This is an optimization exercise on Yosys and OpenROAD, whose aim is small area, not a production implementation.
Only simulation tests tie the RTL to the original design; equivalence was not proved.
No driver is modelled on the clock port, so clocking that relies on it looks cheaper here than on a real chip.
Power figures rest on the tool's default switching activity, not on a simulated workload.

==> flow/run.sh <==
#!/bin/bash
# The standard layout (standard.sh) with these changes:
#  - synthesis maps logic with an area-oriented ABC script (flow/abc_area.script);
#    everything else in synthesis, registers included, is the standard synthesis
#  - port buffers use the smallest buffer
#  - the clock tree uses clkbuf_8 leaf clusters and no dummy loads
#  - after clock tree synthesis, cells with spare slack are downsized
set -e
here=$(pwd)
{
  echo 'proc abc {args} {'
  echo '  set i [lsearch -exact $args -script]'
  echo "  if {\$i >= 0} { set args [lreplace \$args [expr {\$i + 1}] [expr {\$i + 1}] $here/flow/abc_area.script] }"
  echo '  yosys abc {*}$args'
  echo '}'
  cat synth_recipe.tcl
} > area_synth.tcl
sed "s#SYNTH_SCRIPT=[^ ]*#SYNTH_SCRIPT=$here/area_synth.tcl#" standard.sh > area_standard.sh
export BUFFER_PORTS_ARGS="-buffer_cell sky130_fd_sc_hd__buf_1"
export CTS_ARGS="-sink_clustering_enable -repair_clock_nets -dont_use_dummy_load -buf_list sky130_fd_sc_hd__clkbuf_8 -sink_clustering_size 18 -sink_clustering_max_diameter 70"
export POST_CTS_TCL=$here/flow/post_cts.tcl
bash area_standard.sh > standard.log 2>&1
==> flow/abc_area.script <==
strash
&get -n
&st
&dch
&nf -a -R 1000
&st
&dch
&nf -a -R 1000
&put
==> flow/post_cts.tcl <==
# downsize cells that have slack to spare (area recovery)
repair_timing -recover_power 100
==> standard.sh <==
#!/bin/bash
# synth_recipe.tcl (not shown) runs the flow's synth.tcl, then flattens the netlist and writes it again
# the make line also repeats each setting of config.mk as NAME=value (left out here)
make -C /OpenROAD-flow-scripts/flow DESIGN_CONFIG=/design/flow/config.mk WORK_HOME=/design/flow/orfs CLKGATE_MAP_FILE= SYNTH_SCRIPT=/design/flow/synth_recipe.tcl "${@:-finish}"
==> config.mk <==
export PLATFORM = sky130hd
export DESIGN_NAME = router13
export DESIGN_NICKNAME = router13
export VERILOG_FILES = /design/flow/design.v
export SDC_FILE = /design/flow/constraint.sdc
export NUM_CORES = 4
export LEC_CHECK = 0
export CAP_MARGIN = 20
export CORE_MARGIN = 2
export CORE_UTILIZATION = 70
export PLACE_DENSITY = 0.75
export SLEW_MARGIN = 20
==> constraint.sdc <==
create_clock -name core_clock -period 5.0 [get_ports {clk}]
set_input_delay 1.0000 -clock core_clock [delete_from_list [all_inputs] [get_ports {clk}]]
set_output_delay 1.0000 -clock core_clock [all_outputs]
set_load 0.01 [all_outputs]
==> design.v <==
module router13(input clk,resetn,read_enb_0,read_enb_1,read_enb_2,pkt_valid,
              input [7:0]data_in,
              output [7:0]data_out_0,data_out_1,data_out_2,
              output vld_out_0,vld_out_1,vld_out_2,error,busy);
localparam DA=3'b000, LFD=3'b001, WTE=3'b010, LD=3'b011,
           LP=3'b100, CP=3'b101, FFS=3'b110, LAF=3'b111;
reg [2:0]state,nextstate;
reg [1:0]addr;
reg [7:0]dout,temp2,par;
reg lpv,lfd_s,error_r;
wire [2:0]empty,full;
wire st_da=(state==DA), st_ld=(state==LD), st_lp=(state==LP), st_laf=(state==LAF);
wire wr_st=st_ld|st_lp|st_laf;
wire [1:0]din_a=data_in[1:0];
wire data_empty=(din_a==2'd0)?empty[0]:(din_a==2'd1)?empty[1]:(din_a==2'd2)?empty[2]:1'b0;
wire addr_empty=(addr==2'd0)?empty[0]:(addr==2'd1)?empty[1]:(addr==2'd2)?empty[2]:1'b0;
wire fifo_full=(addr==2'd0)?full[0]:(addr==2'd1)?full[1]:(addr==2'd2)?full[2]:1'b0;
wire [2:0]we={wr_st&&addr==2'd2,wr_st&&addr==2'd1,wr_st&&addr==2'd0};
always@(posedge clk)
  if(!resetn) state<=DA; else state<=nextstate;
always@(*)
  case(state)
  DA: nextstate=(pkt_valid&&din_a!=2'b11)?(data_empty?LFD:WTE):DA;
  LFD: nextstate=LD;
  WTE: nextstate=addr_empty?LFD:WTE;
  LD: nextstate=fifo_full?FFS:(!pkt_valid?LP:LD);
  LP: nextstate=fifo_full?LP:CP;
  CP: nextstate=DA;
  FFS: nextstate=fifo_full?FFS:LAF;
  default: nextstate=lpv?LP:LD;
  endcase
assign busy=!(st_da|st_ld);
always@(posedge clk)
  if(!resetn) addr<=2'b00;
  else if(st_da&&pkt_valid) addr<=din_a;
always@(posedge clk)
  if(!resetn) lfd_s<=1'b0; else lfd_s<=(state==LFD);
always@(posedge clk)
begin
  if((st_da&&pkt_valid)||(st_ld&&!fifo_full)) dout<=data_in;
  else if(st_laf) dout<=temp2;
  if(st_ld&&fifo_full) temp2<=data_in;
  if(st_ld) lpv<=!pkt_valid;
end
always@(posedge clk)
  if(st_da) par<=data_in;
  else if(st_ld) par<=par^data_in;
always@(posedge clk)
  if(!resetn) error_r<=1'b0;
  else if(st_lp) error_r<=|par;
assign error=error_r;
wire [2:0]ren={read_enb_2,read_enb_1,read_enb_0};
wire [23:0]dq;
function [4:0]pos(input integer k);
  case(k)
    0: pos=5'd0;
    1: pos=5'd1;
    2: pos=5'd2;
    3: pos=5'd4;
    4: pos=5'd9;
    5: pos=5'd18;
    6: pos=5'd5;
    7: pos=5'd11;
    8: pos=5'd22;
    9: pos=5'd12;
    10: pos=5'd25;
    11: pos=5'd19;
    12: pos=5'd7;
    13: pos=5'd15;
    14: pos=5'd31;
    15: pos=5'd30;
    16: pos=5'd28;
    default: pos=5'd0;
  endcase
endfunction
genvar n;
generate for(n=0;n<3;n=n+1) begin:f
  reg [7:0]mem[0:15];
  reg [4:0]cnt;      
  reg [5:0]pc;       
  reg pnz;           
  reg hdr;           
  reg [7:0]q;
  reg [4:0]tmr;      
  wire sr=(tmr==5'b10000);
  wire e=(cnt==5'd0);
  wire fl=(cnt==5'd28);
  wire dw=we[n]&&!fl;
  wire dr=ren[n]&&!e;
  wire clr=!resetn||sr;
  reg [7:0]m;
  integer i;
  always@(*) begin
    m=8'd0;
    for(i=0;i<16;i=i+1) m=m|({8{cnt==pos(i+1)}}&mem[i]);
  end
  assign empty[n]=e;
  assign full[n]=fl;
  assign dq[8*n+:8]=q;
  always@(posedge clk)
    if(dw) begin
      mem[0]<=dout;
      for(i=1;i<16;i=i+1) mem[i]<=mem[i-1];
    end
  always@(posedge clk)
    if(clr) begin
      cnt<=5'd0; pnz<=1'b0; hdr<=1'b0; q<=8'd0;
    end else begin
      if(dw&&!dr) cnt<={cnt[3:0],cnt[4]^cnt[2]^(cnt[3:0]==4'd0)};
      else if(dr&&!dw) cnt<={cnt[0]^cnt[3]^(cnt[4:1]==4'd0),cnt[4:1]};
      if(dw&&lfd_s) hdr<=1'b1;
      else if(dr) hdr<=1'b0;
      if(dr) begin
        q<=m;
        if(hdr) begin pc<=m[7:2]; pnz<=1'b1; end
        else if(pnz) begin
          pc<=pc-1'b1;
          if(pc==6'd0) pnz<=1'b0;
        end
      end else if(!pnz) q<=8'd0;
    end
  always@(posedge clk)
    if(!resetn||e||ren[n]) tmr<=5'd0;
    else tmr<={tmr[3:0],tmr[4]^tmr[2]^(tmr[3:0]==4'd0)};
end endgenerate
assign data_out_0=dq[7:0];
assign data_out_1=dq[15:8];
assign data_out_2=dq[23:16];
assign vld_out_0=!empty[0];
assign vld_out_1=!empty[1];
assign vld_out_2=!empty[2];
endmodule
==> run_results.csv, run 1 <==
group,metric,value,unit
critical_path,cp_slowest_cell,"nor3_1",
detailed_routing,route.antenna.remaining_nets,0,
pwr,intPower,5.72,mW
critical_path,cp-end-kind,"primary output",
pwr,pwr-share-clk,0.213,
pwr,power_share_of_the_combinational_group,0.148,
placed_design,gpl.final_weighted_congestion,0.858,
yosys,fraction_of_synthesis_flops_using_an_asynchronous_set_or_reset_pin,0,
pwr,power.share.switching,0.272,
global_route,antenna_found_initial,0,
detailed_routing,avgRoutedWirePerCell,25.0,um
pwr,switchingPower,2.13,mW
yosys,avgSynthCellArea,16.2,sq um
floorplanning,start_util,0.708,
yosys,synthDistinctLibCells,38,
layout,final_antenna_diode_count,0,
placed_design,port-buffer-count,42,
timing,timing.hold.ws,0.451,ns
timing,setup-violations-final,0,
floorplanning,io_pins,43,
placed_design,post-dp-hpwl,25300,um
global_route,via_count_of_the_first_global_routing_pass,10600,
floorplanning,core-area,0.0258,sq mm
pwr,power_leakage,6.07,nW
layout,final_util,0.762,
global_route,grt_overflow_total,0,
timing,skew,0.0436,ns
global_route,grt_pass1_wl,60400,um
detailed_routing,vias,10900,
detailed_routing,postRouteWirelength,39400,um
pwr,seqPwrFrac,0.639,
timing,worst_pin_slew,1.09,ns
timing,setup_repair_after_global_routing_missed_its_margin,"no",
detailed_routing,vias_per_cell,6.92,
yosys,register_bit_total_from_synthesis,494,
global_route,grt_max_degree,95,
critical_path,r2r-start,"f[0].cnt[4]",
yosys,synthCells,1127,
critical_path,worstRegToRegCells,6,
floorplanning,die_area,0.0274,sq mm
global_route,gr-usage-all-layers,0.286,
timing,hold_viol_final,0,
clock_network,path_clk_slew,0.11,ns
hold_path,timing.hold.worst_path_depth,2,
critical_path,path_class,"flop to primary output",
critical_path,crit_path_cell_trace,"or3_1 -> nor3_1 -> clkinv_1 -> buf_1",
timing,relSlewSlack,0.268,
critical_path,cp_data_required_time,4.00,ns
timing,time_the_worst_path_needs_with_i_o_delays_and_setup,3.48,ns
run,drv_cap,0,
hold_path,min_path_type,"flop to flop",
yosys,synth-edff-count,427,
detailed_routing,route.detailed.drc,0,
pwr,p_per_area,399,mW/mm^2
layout,final_net_count,1265,
clock_network,cts_tree,"built",
layout,area_delta_synth_final,7.64,%
yosys,synthesis.nets,1150,
floorplanning,floorplan.die.width,166,um
floorplanning,die_height,166,um
yosys,postSynth.topFlopCell,"edfxtp_1",
clock_network,clock_latency_at_the_later_pin_of_the_worst_skew_pair,0.61,ns
critical_path,rrSetupSlack,1.72,ns
layout,fraction_of_layout_instances_using_a_drive_strength_above_1,0.0613,
critical_path,rr_endpoint,"dout[5]",
pwr,max-vdd-ir-drop,0.346,mV
critical_path,kind_of_start_point_of_the_critical_path,"flop",
clock_network,clock_sink_count,494,
critical_path,critPathCapture,"vld_out_0",
timing,slew_viol_final,0,
yosys,synth_sequential_area_ratio,0.774,
floorplanning,std_cell_rows,59,
run_status,run_status,"timing/DRC/antenna clean",
critical_path,crit_fanout,12,
timing,finalCritPeriodShare,0.696,
critical_path,cp-startpoint,"f[0].cnt[2]",
timing,maximum_clock_frequency,287,MHz
critical_path,worst-endpoint-arrival,2.48,ns
yosys,synthesis.area,0.0183,sq mm
critical_path,cpPeakStageDelay,0.55,ns
detailed_routing,drt-pass1-iter-count,9,
detailed_routing,drt-initial-drc-count,1816,
yosys,synthesis.yosys.warnings,4,
==> through the flow <==
step / instances / worst slack (ns) / TNS [ns] / total power, mW / instance area, sq um
floorplan: 1127 / -1.30 / -114.03 / 5.83 / 18400
finish: 1575 / 1.52 / 0 / 7.85 / 19700
global placement: 1541 / 2.04 / 0 / 6.25 / 19200
global route: 1575 / 1.37 / 0 / 8.17 / 19700
detailed placement: 1541 / 1.96 / 0 / 6.27 / 19200
==> worst min-delay path by stage <==
stage,startpoint,endpoint
3_3_place_gp,f[1].q[1],f[1].q[1]
5_1_grt,f[0].mem[7][2],f[0].mem[8][2]
3_5_place_dp,f[1].mem[6][1],f[1].mem[7][1]
2_1_floorplan,f[0].mem[0][4],f[0].mem[1][4]
6_report,f[1].q[1],f[1].q[1]
==> final cells by class <==
cell class                      count  area [sq um]
Sequential cell                   494         14200
Fill cell                        1525          6150
Multi-Input combinational cell    615          4150
Timing Repair Buffer               82           465
Clock buffer                       31           427
Tap cell                          335           419
Inverter                           18          67.6
==> metal layers <==
layer / vias to the layer above / track usage / routed length, um / share of wire
met5: - / 0 / 0 / 0
met4: 0 / 0.0975 / 1470 / 0.037
met3: 109 / 0.0509 / 3880 / 0.098
met2: 616 / 0.451 / 18400 / 0.47
met1: 5339 / 0.414 / 15700 / 0.40
li1: 4840 / - / - / -
==> flip-flops by register name, summed over array words and instances (netlist names) <==
register,flops
addr,2
dout,8
error_r,1
f.cnt,15
f.hdr,3
f.mem,384
f.pc,18
f.pnz,3
f.q,24
f.tmr,15
lfd_s,1
lpv,1
par,8
state,3
temp2,8
==> placed cells by master, fill, tap and decap left out, types with 5 or more instances in the layout <==
cell type	instances
a222oi_1	59
and2_0	13
nor3_2	5
a221oi_1	22
nor4_1	10
and3_1	8
edfxtp_1	427
nand2b_1	7
clkinv_1	18
nor3_1	29
nand3_1	16
ha_1	9
nand2_1	83
nor2_1	66
o21ai_0	38
clkbuf_1	11
nand4_1	20
and4_1	8
nor2b_1	6
nand3b_1	9
a22o_1	42
buf_1	39
a21oi_1	22
nor3b_1	10
dfxtp_1	67
mux2_1	8
xnor2_1	25
clkbuf_8	31
or3_1	6
a22oi_1	57
buf_4	27
mux2i_1	6
==> Yosys cell counts (all sizes together), types with 6 or more instances <==
cell type / instances / share of area
mux2: 8 / 0.0049
mux2i: 6 / 0.0033
and3: 8 / 0.0027
edfxtp: 427 / 0.70
dfxtp: 67 / 0.073
ha: 9 / 0.0062
clkinv: 18 / 0.0037
and4: 8 / 0.0038
a21oi: 22 / 0.0060
nor3b: 12 / 0.0049
and2: 14 / 0.0048
o21ai: 38 / 0.010
a221oi: 22 / 0.011
nor2b: 8 / 0.0027
or3: 6 / 0.0021
nand3b: 9 / 0.0037
a22o: 42 / 0.020
nand4: 20 / 0.0068
nor3: 34 / 0.0093
a22oi: 57 / 0.023
nor2: 67 / 0.014
nand2b: 7 / 0.0024
nand2: 83 / 0.017
nor4: 12 / 0.0041
nand3: 16 / 0.0044
xnor2: 25 / 0.012
a222oi: 59 / 0.032
==> kinds of logic (layout without fill, tap and decap cells) <==
| family | Yosys count | count (layout) | share of synthesized area |
|---|---|---|---|
| mux | 14 | 14 | 0.00821 |
| fa+ha+maj | 9 | 9 | 0.00616 |
| flops | 494 | 494 | 0.774 |
| xor+xnor | 25 | 25 | 0.0120 |
| compound gates | 258 | 258 | 0.111 |
| simple gates | 309 | 309 | 0.0850 |
| buf+inv | 18 | 131 | 0.00369 |
==> critical path: cells and delay by family, from the launching register on <==
family	cells	cell delay (ns)
buf+inv	2	0.41
flops	1	0.44
simple gates	2	1.02
==> power groups by stage <==
stage | clock, mW | combinational, mW | sequential [mW]
finish | 1.67 | 1.17 | 5.02
global route | 1.83 | 1.29 | 5.05
global placement | 0 | 1.16 | 5.09
floorplan | 0 | 0.814 | 5.02
detailed placement | 0 | 1.17 | 5.10
==> run 2, diff against run 1 <==
==> config.mk (replaced) <==
export PLATFORM = sky130hd
export DESIGN_NAME = router13
export DESIGN_NICKNAME = router13
export VERILOG_FILES = /design/flow/design.v
export SDC_FILE = /design/flow/constraint.sdc
export NUM_CORES = 4
export LEC_CHECK = 0
export CAP_MARGIN = 10
export CORE_MARGIN = 2
export CORE_UTILIZATION = 75
export PLACE_DENSITY = 0.85
export SLEW_MARGIN = 10
==> run 2 against run 1 <==
Hold slack got worse by 0.0034 ns. Critical path depth did not move. Clock power barely moved. Combinational power barely moved. Register-to-register slack got worse by 0.21 ns. Cell area fell by 0.41%. Synthesized area did not move. Final cell count fell by 1.1%. Total power rose by 0.15%.
==> run_results.csv, run 2 <==
group,metric,value,unit
run_status,run_status,"timing/DRC/antenna clean",
yosys,avgSynthCellArea,16.2,sq um
critical_path,kind_of_start_point_of_the_critical_path,"flop",
detailed_routing,drt-initial-drc-count,1787,
clock_network,cts_tree,"built",
timing,time_the_worst_path_needs_with_i_o_delays_and_setup,3.49,ns
layout,fraction_of_layout_instances_using_a_drive_strength_above_1,0.0567,
yosys,synth-edff-count,427,
detailed_routing,vias_per_cell,7.09,
yosys,yosys-top-cells-area,"edfxtp_1 (70%), dfxtp_1 (7.3%), a222oi_1 (3.2%)",
layout,register_with_the_highest_flop_count,"f.mem",
pwr,switchingPower,2.16,mW
timing,finalCritPeriodShare,0.699,
timing,skew,0.0312,ns
global_route,antenna_found_initial,0,
yosys,synthesis.area,0.0183,sq mm
layout,area_delta_synth_final,7.20,%
global_route,via_count_of_the_first_global_routing_pass,10800,
timing,maximum_clock_frequency,286,MHz
detailed_routing,avgRoutedWirePerCell,25.7,um
placed_design,post-dp-hpwl,26000,um
floorplanning,io_pins,43,
timing,timing.hold.ws,0.448,ns
detailed_routing,postRouteWirelength,40000,um
detailed_routing,route.detailed.drc,0,
critical_path,crit_fanout,12,
critical_path,rrSetupSlack,1.51,ns
floorplanning,core-area,0.0241,sq mm
detailed_routing,route.antenna.remaining_nets,0,
hold_path,min_path_type,"flop to flop",
layout,final_cell_mix,"edfxtp_1 (427), nand2_1 (83), dfxtp_1 (67)",
global_route,gr-usage-all-layers,0.314,
layout,multi_input_comb_area,0.00413,sq mm
layout,biggestRegsByFlops,"f.mem x384, f.q x24, f.pc x18",
global_route,grt_overflow_total,0,
pwr,p_per_area,401,mW/mm^2
global_route,grt_pass1_wl,61500,um
global_route,grt_max_degree,131,
yosys,post-synth-top-count-cell,"edfxtp_1",
placed_design,placed_cell_area,0.0192,sq mm
yosys,synthesis.yosys.warnings,4,
layout,final_net_count,1259,
clock_network,clock_latency_at_the_later_pin_of_the_worst_skew_pair,0.62,ns
critical_path,path_class,"flop to primary output",
yosys,fraction_of_synthesis_flops_using_an_asynchronous_set_or_reset_pin,0,
placed_design,port-buffer-count,42,
pwr,max-vdd-ir-drop,0.282,mV
floorplanning,floorplan.die.width,160,um
layout,ff_latch_area,0.0142,sq mm
timing,relSlewSlack,0.244,
detailed_routing,vias,11100,
clock_network,clock_sink_count,494,
yosys,synthesis.nets,1150,
layout,filler_cell_count,1258,
layout,commonest_non_fill_non_tap_cell_in_the_layout,"edfxtp_1",
critical_path,cp-end-kind,"primary output",
yosys,synthDistinctLibCells,38,
pwr,seqPwrFrac,0.640,
detailed_routing,drt-pass1-iter-count,7,
floorplanning,die_area,0.0257,sq mm
critical_path,worstRegToRegCells,6,
layout,final_antenna_diode_count,0,
timing,hold_viol_final,0,
critical_path,worst-endpoint-arrival,2.49,ns
timing,worst_pin_slew,1.13,ns
yosys,synth_sequential_area_ratio,0.774,
timing,setup-violations-final,0,
layout,post-route-cell-area,0.0196,sq mm
yosys,synth.top_cell.area_share,0.701,
pwr,power.share.switching,0.274,
placed_design,gpl.final_weighted_congestion,0.844,
yosys,netlist.top_cell.by_area,"edfxtp_1",
hold_path,timing.hold.worst_path_depth,0,
critical_path,cp_data_required_time,4.00,ns
pwr,pwr-share-clk,0.212,
yosys,synthCells,1127,
timing,setup_repair_after_global_routing_missed_its_margin,"no",
yosys,synth.cells.most_frequent,"edfxtp_1 (427), nand2_1 (83), dfxtp_1 (67), nor2_1 (67), a222oi_1 (59)",
pwr,fin_total_pwr,7.87,mW
timing,slew_viol_final,0,
run,drv_cap,0,
layout,largest_register_ff_count,384,
pwr,intPower,5.71,mW
pwr,power_share_of_the_combinational_group,0.148,
floorplanning,die_height,160,um
floorplanning,std_cell_rows,57,
floorplanning,start_util,0.759,
clock_network,path_clk_slew,0.11,ns
pwr,power_leakage,6.04,nW
yosys,postSynth.topFlopCell,"edfxtp_1",
yosys,register_bit_total_from_synthesis,494,
-- run 2: metal layers --
metal | track usage | wire length, um
met5 | 0 | 0
met2 | 0.500 | 18900
met4 | 0.124 | 1640
met1 | 0.442 | 14900
met3 | 0.0610 | 4580
-- run 2: power by group through the flow --
stage / combinational, mW / clock, mW / sequential (mW)
2_1_floorplan: 0.814 / 0 / 5.02
6_report: 1.16 / 1.67 / 5.04
5_1_grt: 1.28 / 1.81 / 5.06
3_3_place_gp: 1.11 / 0 / 5.10
3_5_place_dp: 1.15 / 0 / 5.12
-- run 2: cell families (layout without fill, tap and decap cells) --
logic type                 count (synthesis)  in the layout  share of synthesized area
buffers and inverters                     18            125                    0.00369
and+or+nand+nor                          309            309                     0.0850
adders and majority gates                  9              9                    0.00616
xor gates and xnor gates                  25             25                     0.0120
muxes                                     14             14                    0.00821
DFF                                      494            494                      0.774
AOI/OAI and AO/OA                        258            258                      0.111
-- run 2: stage by stage --
| stage | util | setup slack, ns | cells | TNS, ns |
|---|---|---|---|---|
| final | 0.813 | 1.51 | 1558 | 0 |
| after global routing | 0.813 | 1.25 | 1558 | 0 |
| after detailed placement | 0.797 | 1.94 | 1526 | 0 |
| after global placement | 0.797 | 1.99 | 1526 | 0 |
| after floorplan | - | -1.30 | 1127 | -114.03 |
-- run 2: final timing paths --
path | startpoint | to
worst max-delay path | f[0].cnt[2] | vld_out_0
worst min-delay path | f[0].mem[7][7] | f[0].mem[8][7]
worst max register to register | f[0].cnt[4] | dout[7]
worst min register to register | f[0].mem[7][7] | f[0].mem[8][7]
-- run 2: layout make-up --
cell class,count,share of cell area
Sequential cell,494,0.722
Clock buffer,31,0.0218
Tap cell,324,0.0207
Timing Repair Buffer,76,0.0211
Multi-Input combinational cell,615,0.211
Inverter,18,0.00345
-- run 2: worst max-delay path, cell delays in order (launching register included) --
cell and delay [ns]:
dfxtp_1 0.44, or3_1 0.47, nor3_1 0.53, clkinv_1 0.22
buf_1 0.21
==> run 3, diff against run 2 <==
--- a/config.mk
+++ b/config.mk
@@ -8,5 +8,6 @@
 export CAP_MARGIN = 10
 export CORE_MARGIN = 2
 export CORE_UTILIZATION = 75
+export GPL_TIMING_DRIVEN = 0
 export PLACE_DENSITY = 0.85
 export SLEW_MARGIN = 10
==> run 3 against run 2 <==
Total power increased by 0.94%. Register-to-register slack got worse by 1.1 ns. Cell area increased by 0.72%. Clock-buffer cell count unchanged. Global-route usage increased by 0.88 points. Utilization increased by 0.59 points. Flip-flop and latch count unchanged. Maximum frequency decreased by 24%. Hold slack improved by 0.0058 ns.
==> run_results.csv, run 3 <==
group,metric,value,unit
placed_design,gpl.final_weighted_congestion,0.830,
critical_path,cp-end-kind,"flop",
timing,setup_repair_after_global_routing_missed_its_margin,"no",
pwr,max-vdd-ir-drop,0.374,mV
yosys,netlist.top_cell.by_area,"edfxtp_1",
timing,hold_viol_final,0,
critical_path,kind_of_start_point_of_the_critical_path,"flop",
critical_path,path_class,"flop to flop",
floorplanning,io_pins,43,
critical_path,worst-endpoint-arrival,4.84,ns
layout,register_with_the_highest_flop_count,"f.mem",
critical_path,path_common_cell,"clkbuf_1",
yosys,simple_logic_cell_fraction_of_the_synthesized_area,0.0850,
yosys,yosys-top-cells-area,"edfxtp_1 (70%), dfxtp_1 (7.3%), a222oi_1 (3.2%)",
placed_design,post-dp-hpwl,27400,um
timing,relSlewSlack,0.181,
yosys,synthCells,1127,
critical_path,cpPeakStageDelay,1.00,ns
clock_network,path_clk_slew,0.11,ns
critical_path,critPathTopFamily,"buffers and inverters",
global_route,grt_pass1_wl,63300,um
clock_network,clock_sink_count,494,
floorplanning,core-area,0.0241,sq mm
floorplanning,floorplan.die.width,160,um
yosys,synth.cells.most_frequent,"edfxtp_1 (427), nand2_1 (83), dfxtp_1 (67), nor2_1 (67), a222oi_1 (59)",
placed_design,placed_cell_area,0.0195,sq mm
global_route,via_count_of_the_first_global_routing_pass,11100,
detailed_routing,vias,11400,
run,drv_cap,0,
pwr,p_per_area,402,mW/mm^2
layout,largest_register_ff_count,384,
critical_path,crit_fanout,17,
timing,timing.setup.tns,0,ns
layout,biggestRegsByFlops,"f.mem x384, f.q x24, f.pc x18",
layout,final_cell_mix,"edfxtp_1 (427), nand2_1 (83), nor2_1 (67)",
yosys,synth_fa_ha_area_frac,0.00616,
yosys,dominant_combinational_cell_family_by_area_after_synthesis,"compound AO/OA/AOI/OAI gates",
yosys,synth_xor_area_frac,0.0120,
yosys,register_bit_total_from_synthesis,494,
clock_network,clock_latency_at_the_later_pin_of_the_worst_skew_pair,0.63,ns
layout,commonest_non_fill_non_tap_cell_in_the_layout,"edfxtp_1",
yosys,synthesis.area,0.0183,sq mm
yosys,synth.top_cell.area_share,0.701,
placed_design,port-buffer-count,42,
detailed_routing,postRouteWirelength,41100,um
layout,post-route-cell-area,0.0197,sq mm
yosys,synthDistinctLibCells,38,
yosys,fraction_of_synthesis_flops_using_an_asynchronous_set_or_reset_pin,0,
layout,area_delta_synth_final,7.97,%
detailed_routing,drt-pass1-iter-count,9,
layout,final_net_count,1266,
timing,time_the_worst_path_needs_with_i_o_delays_and_setup,4.59,ns
global_route,gr-usage-all-layers,0.323,
critical_path,cp_data_required_time,5.25,ns
global_route,antenna_found_initial,1,
yosys,postSynth.topFlopCell,"edfxtp_1",
yosys,synth_sequential_area_ratio,0.774,
timing,postLayoutSetupSlackWorst,0.411,ns
floorplanning,die_area,0.0257,sq mm
critical_path,crit_path_cell_trace,"nor3_1 -> clkbuf_1 -> nor3b_1 -> clkbuf_1 -> clkbuf_1 -> buf_8 -> clkbuf_1",
critical_path,worst-path-buf-inv,5,
timing,slew_viol_final,0,
yosys,synthesis.nets,1150,
detailed_routing,vias_per_cell,7.29,
pwr,fin_total_pwr,7.94,mW
pwr,power_leakage,6.06,nW
detailed_routing,avgRoutedWirePerCell,26.2,um
yosys,synth_compound_gate_area_share,0.111,
floorplanning,start_util,0.759,
yosys,post-synth-top-count-cell,"edfxtp_1",
global_route,grt_overflow_total,0,
global_route,grt_max_degree,21,
timing,finalCritPeriodShare,0.918,
detailed_routing,drt-initial-drc-count,2050,
run_status,run_status,"timing/DRC/antenna clean",
critical_path,cp_slowest_cell,"nor3b_1",
clock_network,cts_tree,"built",
yosys,synthesis.yosys.warnings,4,
floorplanning,std_cell_rows,57,
yosys,avgSynthCellArea,16.2,sq um
yosys,post_synthesis_mux_area_share,0.00821,
timing,setup-violations-final,0,
yosys,synth-edff-count,427,
timing,worst_pin_slew,1.22,ns
hold_path,min_path_type,"flop to flop",
timing,skew,0.0179,ns
detailed_routing,route.detailed.drc,0,
placed_design,detailedPlace.worstSlack,1.18,ns
layout,fraction_of_layout_instances_using_a_drive_strength_above_1,0.0653,
timing,maximum_clock_frequency,218,MHz
detailed_routing,route.antenna.remaining_nets,0,
floorplanning,die_height,160,um
[run 3: cell count changes in the layout (fill, tap and decap cells not counted), sizes merged]
cell,change
buf,-8
clkbuf,+15
diode,+2
[run 3: routing by layer]
metal / vias up / GRT usage / part of all wire
met5: - / 0 / 0
li1: 4850 / - / -
met4: 0 / 0.142 / 0.046
met1: 5572 / 0.457 / 0.36
met2: 855 / 0.504 / 0.47
met3: 150 / 0.0618 / 0.12
[run 3: logic make-up (layout without fill, tap and decap cells)]
| kind of cell | Yosys count | after routing |
|---|---|---|
| compound gates | 258 | 258 |
| xor+xnor | 25 | 25 |
| fa+ha+maj | 9 | 9 |
| buf+inv | 18 | 132 |
| flops | 494 | 494 |
| mux | 14 | 14 |
| other cells | 0 | 2 |
| simple gates | 309 | 309 |
[run 3: power by group]
part | switching, mW | total (mW) | internal, mW | leakage (nW)
clock network | 1.14 | 1.70 | 0.555 | 0.223
registers | 0.291 | 5.05 | 4.76 | 4.40
logic | 0.793 | 1.19 | 0.402 | 1.44
total | 2.23 | 7.94 | 5.71 | 6.06
[run 3: layout make-up]
| class | count | area [sq um] |
|---|---|---|
| timing repair buffer | 83 | 460 |
| inverter | 18 | 67.6 |
| antenna | 2 | 5.00 |
| sequential | 494 | 14200 |
| multi-input combinational | 615 | 4220 |
| fill | 1234 | 4360 |
| tap | 324 | 405 |
| clock buffer | 31 | 427 |
[run 3: worst reg2reg max path, cell delays in order, from the launching register on]
cell	delay, ns
dfxtp_1	0.60
nor3_1	0.27
clkbuf_1	0.30
nor3b_1	1.00
clkbuf_1	0.53
clkbuf_1	0.58
buf_8	0.27
clkbuf_1	0.67
[run 3: worst paths after layout]
path / to / slack, ns / cells past startpoint / from
worst min-delay path: f[1].mem[15][6] / 0.45 / 0 / f[1].mem[14][6]
worst max register to register: f[2].mem[6][6] / 0.41 / 7 / f[2].cnt[0]
worst min register to register: f[1].mem[15][6] / 0.45 / 0 / f[1].mem[14][6]
worst max-delay path: f[2].mem[6][6] / 0.41 / 7 / f[2].cnt[0]
[run 3: through the flow]
step	hold slack (ns)	utilization	instances
after floorplan	0.422	-	1127
after global placement	0.428	0.785	1493
after detailed placement	0.434	0.809	1532
after global routing	0.460	0.819	1565
final	0.454	0.819	1567
==> run 4, diff against run 3 <==
--- a/config.mk
+++ b/config.mk
@@ -5,9 +5,9 @@
 export SDC_FILE = /design/flow/constraint.sdc
 export NUM_CORES = 4
 export LEC_CHECK = 0
-export CAP_MARGIN = 10
+export CAP_MARGIN = 20
 export CORE_MARGIN = 2
 export CORE_UTILIZATION = 75
 export GPL_TIMING_DRIVEN = 0
 export PLACE_DENSITY = 0.85
-export SLEW_MARGIN = 10
+export SLEW_MARGIN = 20
==> run 4 against run 3 <==
Sequential share of layout area rose by 0.13 points. Clock-buffer cell count did not move. Hold slack got worse by 0.013 ns. Critical path type unchanged. Wire length fell by 1.8%. Largest cell class unchanged.
==> run_results.csv, run 4 <==
group,metric,value,unit
pwr,power_leakage,6.03,nW
critical_path,crit_fanout,14,
timing,slew_viol_final,0,
placed_design,placed_cell_area,0.0195,sq mm
layout,register_with_the_highest_flop_count,"f.mem",
timing,hold_viol_final,0,
timing,timing.hold.ws,0.441,ns
layout,fraction_of_layout_instances_using_a_drive_strength_above_1,0.0645,
timing,timing.setup.tns,0,ns
critical_path,worstRegToRegCells,9,
critical_path,crit_path_cell_trace,"nor4_2 -> clkbuf_1 -> nor4_4 -> clkbuf_1 -> clkbuf_1 -> buf_4 -> buf_4 -> buf_6 -> buf_4",
detailed_routing,route.detailed.drc,0,
yosys,synth_xor_area_frac,0.0120,
pwr,intPower,5.71,mW
pwr,max-vdd-ir-drop,0.322,mV
timing,worst_pin_slew,1.00,ns
yosys,post-synth-top-count-cell,"edfxtp_1",
yosys,synth_sequential_area_ratio,0.774,
placed_design,gpl.final_weighted_congestion,0.830,
yosys,synth_fa_ha_area_frac,0.00616,
yosys,synthesis.yosys.warnings,4,
critical_path,worst-path-buf-inv,7,
yosys,dominant_combinational_cell_family_by_area_after_synthesis,"compound AO/OA/AOI/OAI gates",
pwr,pwr-share-clk,0.213,
yosys,yosys-top-cells-area,"edfxtp_1 (70%), dfxtp_1 (7.3%), a222oi_1 (3.2%)",
yosys,synth-edff-count,427,
pwr,seqPwrFrac,0.636,
critical_path,cp_data_required_time,5.31,ns
detailed_routing,drt-pass1-iter-count,9,
floorplanning,start_util,0.759,
yosys,fraction_of_synthesis_flops_using_an_asynchronous_set_or_reset_pin,0,
clock_network,cts_tree,"built",
layout,post-route-cell-area,0.0197,sq mm
global_route,grt_max_degree,19,
global_route,antenna_found_initial,0,
yosys,synthesis.nets,1150,
yosys,synth.cells.most_frequent,"edfxtp_1 (427), nand2_1 (83), dfxtp_1 (67), nor2_1 (67), a222oi_1 (59)",
global_route,gr-usage-all-layers,0.316,
yosys,netlist.top_cell.by_area,"edfxtp_1",
critical_path,cp_slowest_cell,"dfxtp_1",
timing,maximum_clock_frequency,234,MHz
yosys,synthesis.area,0.0183,sq mm
detailed_routing,vias_per_cell,7.21,
floorplanning,std_cell_rows,57,
floorplanning,die_height,160,um
detailed_routing,avgRoutedWirePerCell,25.8,um
layout,biggestRegsByFlops,"f.mem x384, f.q x24, f.pc x18",
timing,setup_repair_after_global_routing_missed_its_margin,"no",
pwr,p_per_area,402,mW/mm^2
layout,final_cell_mix,"edfxtp_1 (427), nand2_1 (83), nor2_1 (67)",
hold_path,timing.hold.worst_path_depth,0,
pwr,power_share_of_the_combinational_group,0.151,
timing,time_the_worst_path_needs_with_i_o_delays_and_setup,4.27,ns
critical_path,cp-end-kind,"flop",
pwr,switchingPower,2.22,mW
timing,setup-violations-final,0,
yosys,synthCells,1127,
layout,commonest_non_fill_non_tap_cell_in_the_layout,"edfxtp_1",
clock_network,clock_sink_count,494,
run_status,run_status,"timing/DRC/antenna clean",
yosys,synth_compound_gate_area_share,0.111,
placed_design,post-dp-hpwl,27000,um
floorplanning,core-area,0.0241,sq mm
layout,largest_register_ff_count,384,
critical_path,critPathTopFamily,"buffers and inverters",
yosys,synthDistinctLibCells,38,
placed_design,port-buffer-count,42,
hold_path,min_path_type,"flop to flop",
layout,filler_cell_count,1234,
detailed_routing,vias,11300,
clock_network,clock_latency_at_the_later_pin_of_the_worst_skew_pair,0.63,ns
layout,final_net_count,1266,
critical_path,kind_of_start_point_of_the_critical_path,"flop",
clock_network,path_clk_slew,0.10,ns
yosys,simple_logic_cell_fraction_of_the_synthesized_area,0.0850,
yosys,register_bit_total_from_synthesis,494,
timing,skew,0.0357,ns
detailed_routing,route.antenna.remaining_nets,0,
timing,relSlewSlack,0.329,
critical_path,worst-endpoint-arrival,4.58,ns
layout,area_delta_synth_final,7.77,%
detailed_routing,drt-initial-drc-count,2060,
global_route,via_count_of_the_first_global_routing_pass,11100,
timing,finalCritPeriodShare,0.855,
critical_path,path_class,"flop to flop",
critical_path,cpPeakStageDelay,0.65,ns
pwr,power.share.switching,0.280,
global_route,grt_pass1_wl,61800,um
critical_path,critical_path_cell_count,9,
detailed_routing,postRouteWirelength,40400,um
yosys,postSynth.topFlopCell,"edfxtp_1",
global_route,grt_overflow_total,0,
floorplanning,io_pins,43,
floorplanning,floorplan.die.width,160,um
yosys,post_synthesis_mux_area_share,0.00821,
yosys,synth.top_cell.area_share,0.701,
floorplanning,die_area,0.0257,sq mm
run,drv_cap,0,
yosys,avgSynthCellArea,16.2,sq um
==> run 4: cell types whose count changed in the layout (fill, tap and decap cells not counted), sizes merged <==
cell / change
buf: -4
clkbuf: +4
==> run 4: final cells by class <==
cell class                      count  area, sq um  share of cell area
Clock buffer                       31          427              0.0216
Multi-Input combinational cell    615         4240               0.215
Sequential cell                   494        14200               0.719
Antenna cell                        2         5.00            0.000254
Inverter                           18         67.6             0.00343
Tap cell                          324          405              0.0206
Timing Repair Buffer               83          397              0.0201
==> run 4: kinds of logic (layout without fill, tap and decap cells) <==
group	count (synthesis)	count (layout)
AO/OA/AOI/OAI	258	258
AND/OR/NAND/NOR	309	309
buffers and inverters	18	132
flip-flops	494	494
multiplexers	14	14
other	0	2
adder cells (fa/ha/maj)	9	9
XOR/XNOR	25	25
==> run 4: metrics by stage <==
stage / utilization / total power [mW] / cells / setup slack (ns)
2_1_floorplan: - / 5.83 / 1127 / -1.30
3_3_place_gp: 0.785 / 6.21 / 1493 / -2.84
3_5_place_dp: 0.807 / 6.31 / 1533 / 1.52
5_1_grt: 0.818 / 8.20 / 1565 / 0.501
6_report: 0.818 / 7.93 / 1567 / 0.726
==> run 4: power groups by stage <==
| stage | sequential (mW) | combinational (mW) | clock (mW) |
|---|---|---|---|
| floorplan | 5.02 | 0.814 | 0 |
| global route | 5.07 | 1.30 | 1.82 |
| global placement | 5.12 | 1.09 | 0 |
| detailed placement | 5.13 | 1.18 | 0 |
| finish | 5.05 | 1.19 | 1.69 |
==> run 4: path summary, 6_finish.rpt <==
kind,start,endpoint,slack [ns]
max,f[0].cnt[0],f[0].mem[14][3],0.73
min,f[0].mem[14][4],f[0].mem[15][4],0.44
max reg2reg,f[0].cnt[0],f[0].mem[14][3],0.73
min reg2reg,f[0].mem[14][4],f[0].mem[15][4],0.44
==> run 4: per-layer routing <==
| metal | GRT usage | routed length (um) |
|---|---|---|
| met1 | 0.447 | 15100 |
| met2 | 0.496 | 18900 |
| met3 | 0.0587 | 4590 |
| met5 | 0 | 0 |
| met4 | 0.135 | 1730 |
==> run 5, diff against run 4 <==
--- a/config.mk
+++ b/config.mk
@@ -8,6 +8,5 @@
 export CAP_MARGIN = 20
 export CORE_MARGIN = 2
 export CORE_UTILIZATION = 75
-export GPL_TIMING_DRIVEN = 0
-export PLACE_DENSITY = 0.85
+export PLACE_DENSITY = 0.92
 export SLEW_MARGIN = 20
==> run 5 against run 4 <==
Via count rose by 2.5%. Hold slack improved by 0.011 ns. Utilization shrank 0.057 points. Clock-buffer cell count stayed put. Maximum frequency grew 25%. Synthesized area is the same. Critical endpoint is now vld_out_0. Largest cell class unchanged.
==> run_results.csv, run 5 <==
group,metric,value,unit
detailed_routing,vias_per_cell,7.39,
yosys,avgSynthCellArea,16.2,sq um
critical_path,kind_of_start_point_of_the_critical_path,"flop",
yosys,register_bit_total_from_synthesis,494,
layout,final_cell_mix,"edfxtp_1 (427), nand2_1 (83), nor2_1 (67)",
critical_path,cp_data_required_time,4.00,ns
global_route,antenna_found_initial,1,
layout,number_of_standard_cells_in_the_layout_taps_in_and_fillers_out,1566,
detailed_routing,route.detailed.drc,0,
floorplanning,std_cell_rows,57,
yosys,synthCells,1127,
yosys,synthDistinctLibCells,38,
yosys,synthesis.yosys.warnings,4,
timing,relSlewSlack,0.325,
timing,hold_viol_final,0,
clock_network,path_clk_slew,0.11,ns
yosys,netlist.top_cell.by_area,"edfxtp_1",
pwr,power_share_of_the_combinational_group,0.152,
critical_path,worstRegToRegCells,6,
layout,largest_register_ff_count,384,
hold_path,timing.hold.worst_path_depth,0,
run_status,run_status,"timing/DRC/antenna clean",
yosys,yosys-top-cells-area,"edfxtp_1 (70%), dfxtp_1 (7.3%), a222oi_1 (3.2%)",
timing,time_the_worst_path_needs_with_i_o_delays_and_setup,3.42,ns
timing,maximum_clock_frequency,292,MHz
critical_path,path_class,"flop to primary output",
placed_design,post-dp-hpwl,27200,um
pwr,pwr-share-clk,0.214,
clock_network,clock_sink_count,494,
run,drv_cap,0,
yosys,synth.cells.most_frequent,"edfxtp_1 (427), nand2_1 (83), dfxtp_1 (67), nor2_1 (67), a222oi_1 (59)",
timing,timing.hold.ws,0.452,ns
layout,register_with_the_highest_flop_count,"f.mem",
global_route,grt_max_degree,81,
timing,setup-violations-final,0,
yosys,synthesis.area,0.0183,sq mm
floorplanning,io_pins,43,
placed_design,detailedPlace.worstSlack,1.89,ns
placed_design,dp_cells,1530,
floorplanning,start_util,0.759,
layout,final_net_count,1267,
detailed_routing,avgRoutedWirePerCell,27.1,um
layout,biggestRegsByFlops,"f.mem x384, f.q x24, f.pc x18",
pwr,intPower,5.72,mW
critical_path,crit_fanout,12,
timing,postLayoutSetupSlackWorst,1.58,ns
pwr,p_per_area,403,mW/mm^2
global_route,grt_pass1_wl,63200,um
placed_design,port-buffer-count,42,
pwr,switchingPower,2.22,mW
pwr,power_leakage,6.09,nW
yosys,synth_sequential_area_ratio,0.774,
critical_path,worst-endpoint-arrival,2.42,ns
yosys,synth.top_cell.area_share,0.701,
layout,filler_cell_count,1132,
pwr,seqPwrFrac,0.634,
placed_design,gpl.final_weighted_congestion,0.899,
floorplanning,die_height,160,um
yosys,fraction_of_synthesis_flops_using_an_asynchronous_set_or_reset_pin,0,
yosys,synthesis.nets,1150,
yosys,synth-edff-count,427,
layout,area_delta_synth_final,7.70,%
pwr,max-vdd-ir-drop,0.305,mV
detailed_routing,drt-initial-drc-count,2168,
detailed_routing,drt-pass1-iter-count,9,
clock_network,clock_latency_at_the_later_pin_of_the_worst_skew_pair,0.62,ns
clock_network,cts_tree,"built",
layout,final_antenna_diode_count,0,
timing,skew,0.0300,ns
detailed_routing,route.antenna.remaining_nets,0,
floorplanning,floorplan.die.width,160,um
global_route,gr-usage-all-layers,0.326,
critical_path,cp-end-kind,"primary output",
detailed_routing,postRouteWirelength,42500,um
floorplanning,die_area,0.0257,sq mm
floorplanning,core-area,0.0241,sq mm
global_route,via_count_of_the_first_global_routing_pass,11200,
timing,slew_viol_final,0,
yosys,postSynth.topFlopCell,"edfxtp_1",
pwr,power.share.switching,0.280,
timing,finalCritPeriodShare,0.684,
hold_path,min_path_type,"flop to flop",
timing,worst_pin_slew,1.00,ns
detailed_routing,vias,11600,
yosys,post-synth-top-count-cell,"edfxtp_1",
global_route,grt_overflow_total,0,
timing,setup_repair_after_global_routing_missed_its_margin,"no",
layout,commonest_non_fill_non_tap_cell_in_the_layout,"edfxtp_1",
pwr,fin_total_pwr,7.94,mW
layout,fraction_of_layout_instances_using_a_drive_strength_above_1,0.0612,
-- run 5: cell counts after synthesis --
Identical to the previous run, type by type.
-- run 5: critical path, stage by stage (launching register included) --
cell      delay (ns)
dfxtp_1         0.46
or3_1           0.49
nor3_1          0.49
clkinv_1        0.17
buf_1           0.20
-- run 5: layout make-up --
type                            count  area [sq um]  share of cell area
Sequential cell                   494         14200               0.719
Multi-Input combinational cell    615          4120               0.209
Timing Repair Buffer               84           514              0.0261
Clock buffer                       31           427              0.0217
Tap cell                          324           405              0.0206
Inverter                           18          67.6             0.00343
-- run 5: final timing paths --
path                         end            from  slack (ns)
setup / recovery       vld_out_0     f[0].cnt[2]        1.58
hold / removal    f[0].mem[7][1]  f[0].mem[6][1]        0.45
setup reg to reg         dout[2]     f[0].cnt[4]        1.58
hold reg to reg   f[0].mem[7][1]  f[0].mem[6][1]        0.45
-- run 5: kinds of logic (layout without fill, tap and decap cells) --
group	Yosys count	after routing	share of synthesized area
DFF	494	494	0.774
and+or+nand+nor	309	309	0.0850
AOI/OAI and AO/OA	258	258	0.111
xor gates and xnor gates	25	25	0.0120
buffers and inverters	18	133	0.00369
muxes	14	14	0.00821
adders and majority gates	9	9	0.00616
-- run 5: stage by stage --
stage	util	cell area, sq um	setup TNS [ns]
6_report	0.817	19700	0
5_1_grt	0.817	19700	0
3_5_place_dp	0.797	19200	0
3_3_place_gp	0.797	19200	0
2_1_floorplan	-	18400	-114.03
-- run 5: layer usage --
metal | GRT usage | wire [um]
met3 | 0.0629 | 5490
met4 | 0.149 | 2120
met5 | 0 | 0
met1 | 0.461 | 15100
met2 | 0.506 | 19800
-- run 5: power groups by stage --
stage	Sequential (mW)	Combinational [mW]	Clock, mW
6_report	5.03	1.21	1.70
5_1_grt	5.06	1.31	1.82
3_5_place_dp	5.11	1.17	0
3_3_place_gp	5.09	1.11	0
2_1_floorplan	5.02	0.814	0
==> run 6, diff against run 5 <==
==> flow/abc_area.script (replaced) <==
strash
&get -n
&deepsyn -T 60
&st
&dch
&nf -a -R 1000
&st
&dch
&nf -a -R 1000
&put
--- a/config.mk
+++ b/config.mk
@@ -8,5 +8,5 @@
 export CAP_MARGIN = 20
 export CORE_MARGIN = 2
 export CORE_UTILIZATION = 75
-export PLACE_DENSITY = 0.92
+export PLACE_DENSITY = 0.85
 export SLEW_MARGIN = 20
==> run 6 against run 5 <==
Via count shrank 2.1%. Global-route usage is 0.075 points lower. Combinational power decreased by 73%. Worst setup slack got worse by 0.14 ns. Clock-buffer cell count unchanged. Critical path type is now flop to flop. Critical endpoint is now dout[3]. Highest routed layer unchanged.
==> run_results.csv, run 6 <==
group,metric,value,unit
timing,skew,0.0329,ns
global_route,via_count_of_the_first_global_routing_pass,10900,
yosys,post-synth-top-count-cell,"edfxtp_1",
clock_network,clock_sink_count,494,
layout,multi_input_comb_area,0.00413,sq mm
pwr,max-vdd-ir-drop,0.420,mV
timing,time_the_worst_path_needs_with_i_o_delays_and_setup,3.57,ns
critical_path,critPathTopFamily,"compound AO/OA/AOI/OAI gates",
detailed_routing,route.detailed.drc,0,
yosys,synth.top_cell.area_share,0.702,
floorplanning,die_area,0.0256,sq mm
yosys,synth.cells.most_frequent,"edfxtp_1 (427), nand2_1 (107), a222oi_1 (70), dfxtp_1 (67), nor2_1 (55)",
critical_path,worst-endpoint-arrival,3.82,ns
yosys,synth_sequential_area_ratio,0.775,
layout,biggestRegsByFlops,"f.mem x384, f.q x24, f.pc x18",
detailed_routing,vias_per_cell,7.26,
timing,postLayoutSetupSlackWorst,1.43,ns
detailed_routing,drt-initial-drc-count,2351,
run_status,run_status,"timing/DRC/antenna clean",
detailed_routing,avgRoutedWirePerCell,26.8,um
global_route,grt_pass1_wl,63000,um
detailed_routing,route.antenna.remaining_nets,0,
timing,slew_viol_final,0,
global_route,grt_overflow_total,0,
yosys,synthCells,1129,
yosys,synthesis.area,0.0183,sq mm
layout,ff_latch_area,0.0142,sq mm
timing,setup-violations-final,0,
critical_path,cpPeakStageDelay,0.81,ns
critical_path,rr_endpoint,"dout[3]",
critical_path,kind_of_start_point_of_the_critical_path,"flop",
hold_path,timing.hold.worst.start,"f[1].mem[11][0]",
floorplanning,std_cell_rows,57,
layout,largest_register_ff_count,384,
layout,final_antenna_diode_count,0,
clock_network,cts_tree,"built",
floorplanning,start_util,0.758,
floorplanning,io_pins,43,
critical_path,critical_path_cell_count,6,
yosys,netlist.top_cell.by_area,"edfxtp_1",
critical_path,path_class,"flop to flop",
critical_path,cp-end-kind,"flop",
critical_path,cp_data_required_time,5.26,ns
placed_design,gpl.final_weighted_congestion,0.848,
yosys,synthDistinctLibCells,42,
layout,commonest_non_fill_non_tap_cell_in_the_layout,"edfxtp_1",
clock_network,path_clk_slew,0.12,ns
critical_path,worstRegToRegCells,6,
layout,final_util,0.814,
critical_path,cp-startpoint,"f[2].cnt[3]",
detailed_routing,maxUsedRoutingLayer,"met4",
critical_path,crit_path_cell_trace,"nand2b_1 -> nor3_2 -> clkbuf_1 -> a221oi_1 -> a21oi_1 -> nand2_1",
detailed_routing,routedLengthMet1,15500,um
critical_path,r2r-start,"f[2].cnt[3]",
yosys,synthesis.yosys.warnings,4,
critical_path,rrSetupSlack,1.43,ns
timing,hold_viol_final,0,
yosys,synth-edff-count,427,
hold_path,min_path_type,"flop to flop",
layout,area_delta_synth_final,7.40,%
layout,final_net_count,1262,
layout,filler_cell_count,1265,
detailed_routing,detailroute.wirelength.met2,19000,um
timing,setup_repair_after_global_routing_missed_its_margin,"no",
global_route,antenna_found_initial,1,
layout,fraction_of_layout_instances_using_a_drive_strength_above_1,0.0622,
placed_design,post-dp-hpwl,26500,um
yosys,register_bit_total_from_synthesis,494,
layout,final_cell_mix,"edfxtp_1 (427), nand2_1 (106), a222oi_1 (70)",
detailed_routing,vias,11300,
yosys,yosys-top-cells-area,"edfxtp_1 (70%), dfxtp_1 (7.3%), a222oi_1 (3.8%)",
detailed_routing,postRouteWirelength,41800,um
run,drv_cap,0,
timing,maximum_clock_frequency,280,MHz
critical_path,worst-path-buf-inv,1,
yosys,avgSynthCellArea,16.2,sq um
layout,register_with_the_highest_flop_count,"f.mem",
critical_path,crit_fanout,12,
floorplanning,die_height,160,um
timing,finalCritPeriodShare,0.713,
floorplanning,core-area,0.0241,sq mm
pwr,p_per_area,351,mW/mm^2
timing,relSlewSlack,0.324,
detailed_routing,drt-pass1-iter-count,7,
placed_design,port-buffer-count,42,
global_route,gr-usage-all-layers,0.325,
yosys,fraction_of_synthesis_flops_using_an_asynchronous_set_or_reset_pin,0,
detailed_routing,dr_wl_met3,5480,um
placed_design,detailedPlace.worstSlack,1.92,ns
critical_path,cp_slowest_cell,"a21oi_1",
floorplanning,floorplan.die.width,160,um
yosys,postSynth.topFlopCell,"edfxtp_1",
clock_network,clock_latency_at_the_later_pin_of_the_worst_skew_pair,0.64,ns
yosys,synthesis.nets,1152,
global_route,grt_max_degree,81,
critical_path,critPathCapture,"dout[3]",
pwr,power_leakage,6.04,nW
timing,worst_pin_slew,1.01,ns
[run 6: cell count changes after synthesis, moves of 7 or more]
cell,delta
a21oi_1,-7
a222oi_1,+11
nand2_1,+24
nand2b_1,+8
nor2_1,-12
nor3_1,+8
[run 6: final cells by class]
cell class / count / share of cell area
Sequential cell: 494 / 0.722
Timing Repair Buffer: 77 / 0.0217
Multi-Input combinational cell: 620 / 0.210
Tap cell: 324 / 0.0207
Inverter: 15 / 0.00312
Clock buffer: 31 / 0.0217
[run 6: worst min-delay path by stage]
stage | end | cells after the start | slack, ns
global route | f[1].tmr[1] | 1 | 0.46
floorplan | f[2].tmr[4] | 1 | 0.42
finish | f[1].mem[12][0] | 0 | 0.44
detailed placement | f[2].mem[7][1] | 0 | 0.43
global placement | f[1].mem[7][6] | 0 | 0.43
[run 6: metrics by stage]
| stage | hold slack [ns] | std cells | total power, mW | TNS [ns] | area (sq um) |
|---|---|---|---|---|---|
| after detailed placement | 0.432 | 1528 | 5.25 | 0 | 19200 |
| after global routing | 0.456 | 1561 | 7.05 | 0 | 19600 |
| after floorplan | 0.422 | 1129 | 5.10 | -48.34 | 18400 |
| final | 0.444 | 1561 | 6.88 | 0 | 19600 |
| after global placement | 0.427 | 1528 | 5.23 | 0 | 19200 |
[run 6: report_power, final]
part           total, mW  switching (mW)  internal, mW
registers           4.84           0.157          4.68
logic              0.332           0.228         0.103
clock network       1.71            1.15         0.555
total               6.88            1.54          5.34
[run 6: metal layers]
metal,GRT usage,vias to the layer above
met2,0.495,853
met1,0.468,5505
met3,0.0784,129
met4,0.125,0
met5,0,-
li1,-,4848
[run 6: cells by family (layout without fill, tap and decap cells)]
| kind of cell | after synthesis | in the layout | share of synthesized area |
|---|---|---|---|
| xor+xnor | 25 | 25 | 0.0120 |
| fa+ha+maj | 9 | 9 | 0.00616 |
| mux | 10 | 10 | 0.00603 |
| flops | 494 | 494 | 0.775 |
| simple gates | 329 | 329 | 0.0890 |
| buf+inv | 15 | 123 | 0.00308 |
| compound gates | 247 | 247 | 0.108 |
==> run 7, diff against run 6 <==
==> flow/abc_area.script (replaced) <==
strash
&get -n
&st
&dch
&nf -a -R 1000
&st
&dch
&nf -a -R 1000
&put
==> run 7 against run 6 <==
Maximum frequency up 1.2%. Register-to-register slack better by 0.04 ns. Die area up 0.11%. Clock-buffer cell count unchanged. Sequential share of layout area about the same. Flip-flop and latch count unchanged. Total power up 15%. Clock power about the same. Hold slack worse by 0.0046 ns. Utilization down 0.099 points. Critical endpoint is now f[0].cnt[4]. Largest power group unchanged.
==> run_results.csv, run 7 <==
group,metric,value,unit
layout,commonest_non_fill_non_tap_cell_in_the_layout,"edfxtp_1",
yosys,synth_sequential_area_ratio,0.774,
pwr,pwr-share-clk,0.214,
hold_path,min_path_type,"flop to flop",
global_route,gr-usage-all-layers,0.317,
placed_design,gpl.final_weighted_congestion,0.844,
layout,filler_cell_count,1259,
layout,final_util,0.813,
floorplanning,core-area,0.0241,sq mm
yosys,synth.cells.most_frequent,"edfxtp_1 (427), nand2_1 (83), dfxtp_1 (67), nor2_1 (67), a222oi_1 (59)",
placed_design,placed_cell_area,0.0192,sq mm
timing,time_the_worst_path_needs_with_i_o_delays_and_setup,3.52,ns
detailed_routing,drt-pass1-iter-count,7,
pwr,p_per_area,402,mW/mm^2
detailed_routing,vias,11200,
clock_network,clock_latency_at_the_later_pin_of_the_worst_skew_pair,0.63,ns
clock_network,path_clk_slew,0.11,ns
global_route,grt_max_degree,131,
floorplanning,start_util,0.759,
floorplanning,die_height,160,um
global_route,via_count_of_the_first_global_routing_pass,10800,
floorplanning,floorplan.die.width,160,um
global_route,antenna_found_initial,0,
yosys,fraction_of_synthesis_flops_using_an_asynchronous_set_or_reset_pin,0,
pwr,intPower,5.71,mW
critical_path,worst-path-buf-inv,1,
yosys,synth-edff-count,427,
detailed_routing,detailroute.wirelength.met2,19100,um
detailed_routing,avgRoutedWirePerCell,26.0,um
critical_path,path_class,"flop to flop",
critical_path,crit_path_cell_trace,"nor2b_1 -> nor2b_1 -> nor2_1 -> nor4_1 -> buf_12 -> ha_1 -> nor2_1 -> a21oi_1 -> xnor2_1 -> nor2_1 -> a211oi_1",
layout,register_with_the_highest_flop_count,"f.mem",
timing,postLayoutSetupSlackWorst,1.48,ns
layout,biggestRegsByFlops,"f.mem x384, f.q x24, f.pc x18",
timing,maximum_clock_frequency,284,MHz
critical_path,critPathTopFamily,"simple AND/OR/NAND/NOR gates",
clock_network,clock_sink_count,494,
layout,final_antenna_diode_count,0,
layout,largest_register_ff_count,384,
pwr,power_leakage,6.04,nW
yosys,synthesis.nets,1150,
critical_path,crit_fanout,130,
detailed_routing,dr_wl_met3,4800,um
timing,relSlewSlack,0.334,
timing,skew,0.0367,ns
yosys,postSynth.topFlopCell,"edfxtp_1",
layout,final_net_count,1259,
floorplanning,io_pins,43,
critical_path,path_common_cell,"nor2_1",
floorplanning,std_cell_rows,57,
critical_path,cp_slowest_cell,"dfxtp_1",
yosys,synth.top_cell.area_share,0.701,
pwr,power_share_of_the_combinational_group,0.148,
detailed_routing,drt-initial-drc-count,2026,
detailed_routing,routedLengthMet1,15000,um
yosys,register_bit_total_from_synthesis,494,
timing,setup-violations-final,0,
yosys,post-synth-top-count-cell,"edfxtp_1",
run_status,run_status,"timing/DRC/antenna clean",
timing,hold_viol_final,0,
layout,area_delta_synth_final,7.15,%
pwr,seqPwrFrac,0.638,
clock_network,cts_tree,"built",
placed_design,port-buffer-count,42,
pwr,fin_total_pwr,7.88,mW
pwr,max-vdd-ir-drop,0.295,mV
global_route,grt_overflow_total,0,
yosys,synthDistinctLibCells,38,
run,drv_cap,0,
detailed_routing,maxUsedRoutingLayer,"met4",
detailed_routing,route.detailed.drc,0,
timing,setup_repair_after_global_routing_missed_its_margin,"no",
detailed_routing,route.antenna.remaining_nets,0,
layout,fraction_of_layout_instances_using_a_drive_strength_above_1,0.0551,
layout,final_cell_mix,"edfxtp_1 (427), nand2_1 (83), nor2_1 (67), dfxtp_1 (67), a222oi_1 (59)",
placed_design,post-dp-hpwl,26100,um
global_route,grt_pass1_wl,61800,um
detailed_routing,postRouteWirelength,40500,um
yosys,netlist.top_cell.by_area,"edfxtp_1",
yosys,avgSynthCellArea,16.2,sq um
timing,slew_viol_final,0,
yosys,yosys-top-cells-area,"edfxtp_1 (70%), dfxtp_1 (7.3%), a222oi_1 (3.2%)",
yosys,synthCells,1127,
critical_path,cpPeakStageDelay,0.54,ns
timing,worst_pin_slew,0.995,ns
yosys,synthesis.yosys.warnings,4,
critical_path,kind_of_start_point_of_the_critical_path,"flop",
critical_path,worst-endpoint-arrival,4.07,ns
placed_design,detailedPlace.worstSlack,1.93,ns
timing,finalCritPeriodShare,0.705,
critical_path,cp-end-kind,"flop",
detailed_routing,vias_per_cell,7.16,
critical_path,rrSetupSlack,1.48,ns
yosys,synthesis.area,0.0183,sq mm
floorplanning,die_area,0.0257,sq mm
critical_path,cp_data_required_time,5.54,ns
pwr,switchingPower,2.17,mW
layout,post-route-cell-area,0.0196,sq mm
timing,timing.setup.tns,0,ns
pwr,power.share.switching,0.276,
run 7: worst paths after layout:
| check | depth (start not counted) | start | endpoint |
|---|---|---|---|
| hold reg to reg | 0 | f[0].mem[7][7] | f[0].mem[8][7] |
| setup / recovery | 11 | state[2] | f[0].cnt[4] |
| setup reg to reg | 11 | state[2] | f[0].cnt[4] |
| hold / removal | 0 | f[0].mem[7][7] | f[0].mem[8][7] |
run 7: kinds of logic (layout without fill, tap and decap cells):
kind of cell    Yosys count  count (layout)  share of synthesized area
mux                      14              14                    0.00821
buf+inv                  18             125                    0.00369
xor+xnor                 25              25                     0.0120
fa+ha+maj                 9               9                    0.00616
simple gates            309             309                     0.0850
compound gates          258             258                      0.111
flops                   494             494                      0.774
run 7: cell type report:
cell class	instances	area (sq um)	share of cell area
inverters	18	67.6	0.00345
well taps	324	405	0.0207
clock buffers	31	427	0.0218
multi-input cells	615	4110	0.210
flip-flops and latches	494	14200	0.723
repair buffers	76	427	0.0218
run 7: metrics by stage:
| step | instances | hold slack, ns |
|---|---|---|
| global placement | 1526 | 0.428 |
| global route | 1558 | 0.466 |
| floorplan | 1127 | 0.422 |
| detailed placement | 1526 | 0.433 |
| finish | 1558 | 0.440 |
run 7: power by group through the flow:
stage / logic [mW] / registers, mW / clock network [mW]
after floorplan: 0.814 / 5.02 / 0
after global placement: 1.11 / 5.10 / 0
after detailed placement: 1.15 / 5.12 / 0
after global routing: 1.28 / 5.05 / 1.83
final: 1.16 / 5.03 / 1.69
run 7: routing by layer:
layer / vias up / global-route usage
li1: 4831 / -
met1: 5395 / 0.454
met2: 807 / 0.494
met3: 117 / 0.0561
met4: 0 / 0.131
met5: - / 0
==> run 8, diff against run 7 <==
--- a/flow/run.sh
+++ b/flow/run.sh
@@ -17,6 +17,6 @@
 } > area_synth.tcl
 sed "s#SYNTH_SCRIPT=[^ ]*#SYNTH_SCRIPT=$here/area_synth.tcl#" standard.sh > area_standard.sh
 export BUFFER_PORTS_ARGS="-buffer_cell sky130_fd_sc_hd__buf_1"
-export CTS_ARGS="-sink_clustering_enable -repair_clock_nets -dont_use_dummy_load -buf_list sky130_fd_sc_hd__clkbuf_8 -sink_clustering_size 18 -sink_clustering_max_diameter 70"
+export CTS_ARGS="-sink_clustering_enable -repair_clock_nets -dont_use_dummy_load -buf_list sky130_fd_sc_hd__clkbuf_8 -sink_clustering_size 18 -sink_clustering_max_diameter 50"
 export POST_CTS_TCL=$here/flow/post_cts.tcl
 bash area_standard.sh > standard.log 2>&1
==> run 8 against run 7 <==
Synthesized area stayed put. Critical path type unchanged. Sequential share of layout area is 0.34 points lower. Maximum frequency up 2.4%. Still clean on timing, DRC and antenna. Final cell count rose by 0.39%. Clock skew rose by 0.031 ns. Combinational power hardly changed. Largest cell class unchanged. First-iteration DRC count up 5.7%. Clock-buffer cell count grew 6.
==> run_results.csv, run 8 <==
group,metric,value,unit
run_status,run_status,"timing/DRC/antenna clean",
detailed_routing,route.detailed.drc,0,
pwr,max-vdd-ir-drop,0.334,mV
global_route,grt_pass1_wl,61800,um
yosys,avgSynthCellArea,16.2,sq um
layout,biggestRegsByFlops,"f.mem x384, f.q x24, f.pc x18",
layout,post-route-cell-area,0.0197,sq mm
yosys,synthDistinctLibCells,38,
layout,fraction_of_layout_instances_using_a_drive_strength_above_1,0.0613,
yosys,dominant_combinational_cell_family_by_area_after_synthesis,"compound AO/OA/AOI/OAI gates",
yosys,synthesis.area,0.0183,sq mm
critical_path,worst-endpoint-arrival,3.94,ns
critical_path,worstRegToRegCells,11,
detailed_routing,vias,11100,
timing,timing.hold.ws,0.436,ns
clock_network,cts_tree,"built",
layout,commonest_non_fill_non_tap_cell_in_the_layout,"edfxtp_1",
detailed_routing,avgRoutedWirePerCell,25.9,um
hold_path,min_path_type,"flop to flop",
yosys,register_bit_total_from_synthesis,494,
layout,number_of_standard_cells_in_the_layout_taps_in_and_fillers_out,1564,
global_route,gr-usage-all-layers,0.318,
yosys,simple_logic_cell_fraction_of_the_synthesized_area,0.0850,
timing,setup_repair_after_global_routing_missed_its_margin,"no",
timing,relSlewSlack,0.321,
timing,maximum_clock_frequency,291,MHz
clock_network,clock_sink_count,494,
critical_path,cp_data_required_time,5.50,ns
yosys,synthCells,1127,
floorplanning,die_area,0.0257,sq mm
placed_design,gpl.final_weighted_congestion,0.844,
yosys,post_synthesis_mux_area_share,0.00821,
yosys,synth.top_cell.area_share,0.701,
timing,hold_viol_final,0,
layout,final_cell_mix,"edfxtp_1 (427), nand2_1 (83), nor2_1 (67), dfxtp_1 (67), a222oi_1 (59)",
floorplanning,die_height,160,um
hold_path,timing.hold.worst.start,"f[1].mem[12][3]",
layout,register_with_the_highest_flop_count,"f.mem",
floorplanning,start_util,0.759,
yosys,synth.cells.most_frequent,"edfxtp_1 (427), nand2_1 (83), dfxtp_1 (67), nor2_1 (67), a222oi_1 (59)",
layout,largest_register_ff_count,384,
yosys,postSynth.topFlopCell,"edfxtp_1",
layout,final_antenna_diode_count,0,
detailed_routing,drt-pass1-iter-count,8,
pwr,power_leakage,6.09,nW
yosys,synth-edff-count,427,
floorplanning,core-area,0.0241,sq mm
floorplanning,std_cell_rows,57,
floorplanning,floorplan.die.width,160,um
placed_design,placed_cell_area,0.0192,sq mm
layout,area_delta_synth_final,7.65,%
placed_design,dp_cells,1526,
critical_path,cp-end-kind,"flop",
critical_path,rr_endpoint,"f[0].cnt[4]",
global_route,antenna_found_initial,0,
layout,filler_cell_count,1238,
layout,final_util,0.817,
critical_path,kind_of_start_point_of_the_critical_path,"flop",
hold_path,timing.hold.worst_path_depth,0,
timing,timing.setup.tns,0,ns
detailed_routing,drt-initial-drc-count,2141,
critical_path,path_class,"flop to flop",
hold_path,hold_path_end,"f[1].mem[13][3]",
yosys,synth_sequential_area_ratio,0.774,
clock_network,path_clk_slew,0.11,ns
global_route,grt_max_degree,131,
placed_design,port-buffer-count,42,
floorplanning,io_pins,43,
timing,setup-violations-final,0,
critical_path,rrSetupSlack,1.56,ns
critical_path,r2r-start,"state[2]",
yosys,synthesis.yosys.warnings,4,
timing,worst_pin_slew,1.01,ns
detailed_routing,vias_per_cell,7.10,
yosys,netlist.top_cell.by_area,"edfxtp_1",
yosys,synth_compound_gate_area_share,0.111,
pwr,p_per_area,407,mW/mm^2
detailed_routing,postRouteWirelength,40400,um
critical_path,cp-startpoint,"state[2]",
timing,slew_viol_final,0,
detailed_routing,route.antenna.remaining_nets,0,
global_route,grt_overflow_total,0,
layout,final_net_count,1265,
timing,finalCritPeriodShare,0.688,
timing,skew,0.0681,ns
yosys,fraction_of_synthesis_flops_using_an_asynchronous_set_or_reset_pin,0,
clock_network,clock_latency_at_the_later_pin_of_the_worst_skew_pair,0.57,ns
yosys,synth_xor_area_frac,0.0120,
yosys,synth_fa_ha_area_frac,0.00616,
global_route,via_count_of_the_first_global_routing_pass,10800,
yosys,post-synth-top-count-cell,"edfxtp_1",
critical_path,crit_fanout,130,
timing,time_the_worst_path_needs_with_i_o_delays_and_setup,3.44,ns
yosys,synthesis.nets,1150,
placed_design,post-dp-hpwl,26100,um
run,drv_cap,0,
yosys,yosys-top-cells-area,"edfxtp_1 (70%), dfxtp_1 (7.3%), a222oi_1 (3.2%)",
[run 8: final cells by class]
class / count / area, sq um / area share
clock buffer: 37 / 509 / 0.0259
multi-input combinational: 615 / 4110 / 0.209
inverter: 18 / 67.6 / 0.00343
sequential: 494 / 14200 / 0.719
timing repair buffer: 76 / 430 / 0.0219
tap: 324 / 405 / 0.0206
[run 8: power by group]
group | switching, mW | leakage, nW | internal [mW] | total, mW
Clock | 1.14 | 0.266 | 0.668 | 1.81
Combinational | 0.769 | 1.43 | 0.394 | 1.16
Sequential | 0.273 | 4.40 | 4.76 | 5.03
Total | 2.18 | 6.09 | 5.82 | 8.01
[run 8: how the worst max path moves through the flow]
stage / endpoint / cells past startpoint
5_1_grt: f[0].cnt[4] / 11
6_report: f[0].cnt[4] / 11
2_1_floorplan: f[1].cnt[4] / 10
3_3_place_gp: f[0].pc[1] / 4
3_5_place_dp: f[0].pc[4] / 4
[run 8: cells by family after synthesis]
| kind of cell | Yosys count |
|---|---|
| flops | 494 |
| simple gates | 309 |
| compound gates | 258 |
| xor+xnor | 25 |
| buf+inv | 18 |
| mux | 14 |
| fa+ha+maj | 9 |
[run 8: through the flow]
step / total power [mW] / setup slack [ns]
5_1_grt: 8.31 / 1.24
2_1_floorplan: 5.83 / -1.30
6_report: 8.01 / 1.56
3_5_place_dp: 6.27 / 1.93
3_3_place_gp: 6.21 / 1.99
[run 8: worst max-delay path, cell delays in order, from the launching register on]
cell	delay, ns
dfxtp_1	0.54
nor2b_1	0.32
nor2b_1	0.27
nor2_1	0.16
nor4_1	0.47
buf_12	0.54
ha_1	0.43
nor2_1	0.10
a21oi_1	0.19
xnor2_1	0.13
nor2_1	0.05
a211oi_1	0.18
[run 8: routing by layer]
layer / global-route usage / wire, um
met1: 0.449 / 15100
met2: 0.502 / 19100
met3: 0.0631 / 4630
met4: 0.126 / 1570
met5: 0 / 0

Setup slack of run 8, layout unchanged: 1.558 ns with ideal ports, 1.558 ns with driving cells assumed (clock clkbuf_16, inputs buf_2), 1.558 ns with port delays also shifted by the 0.586 ns mid clock arrival.
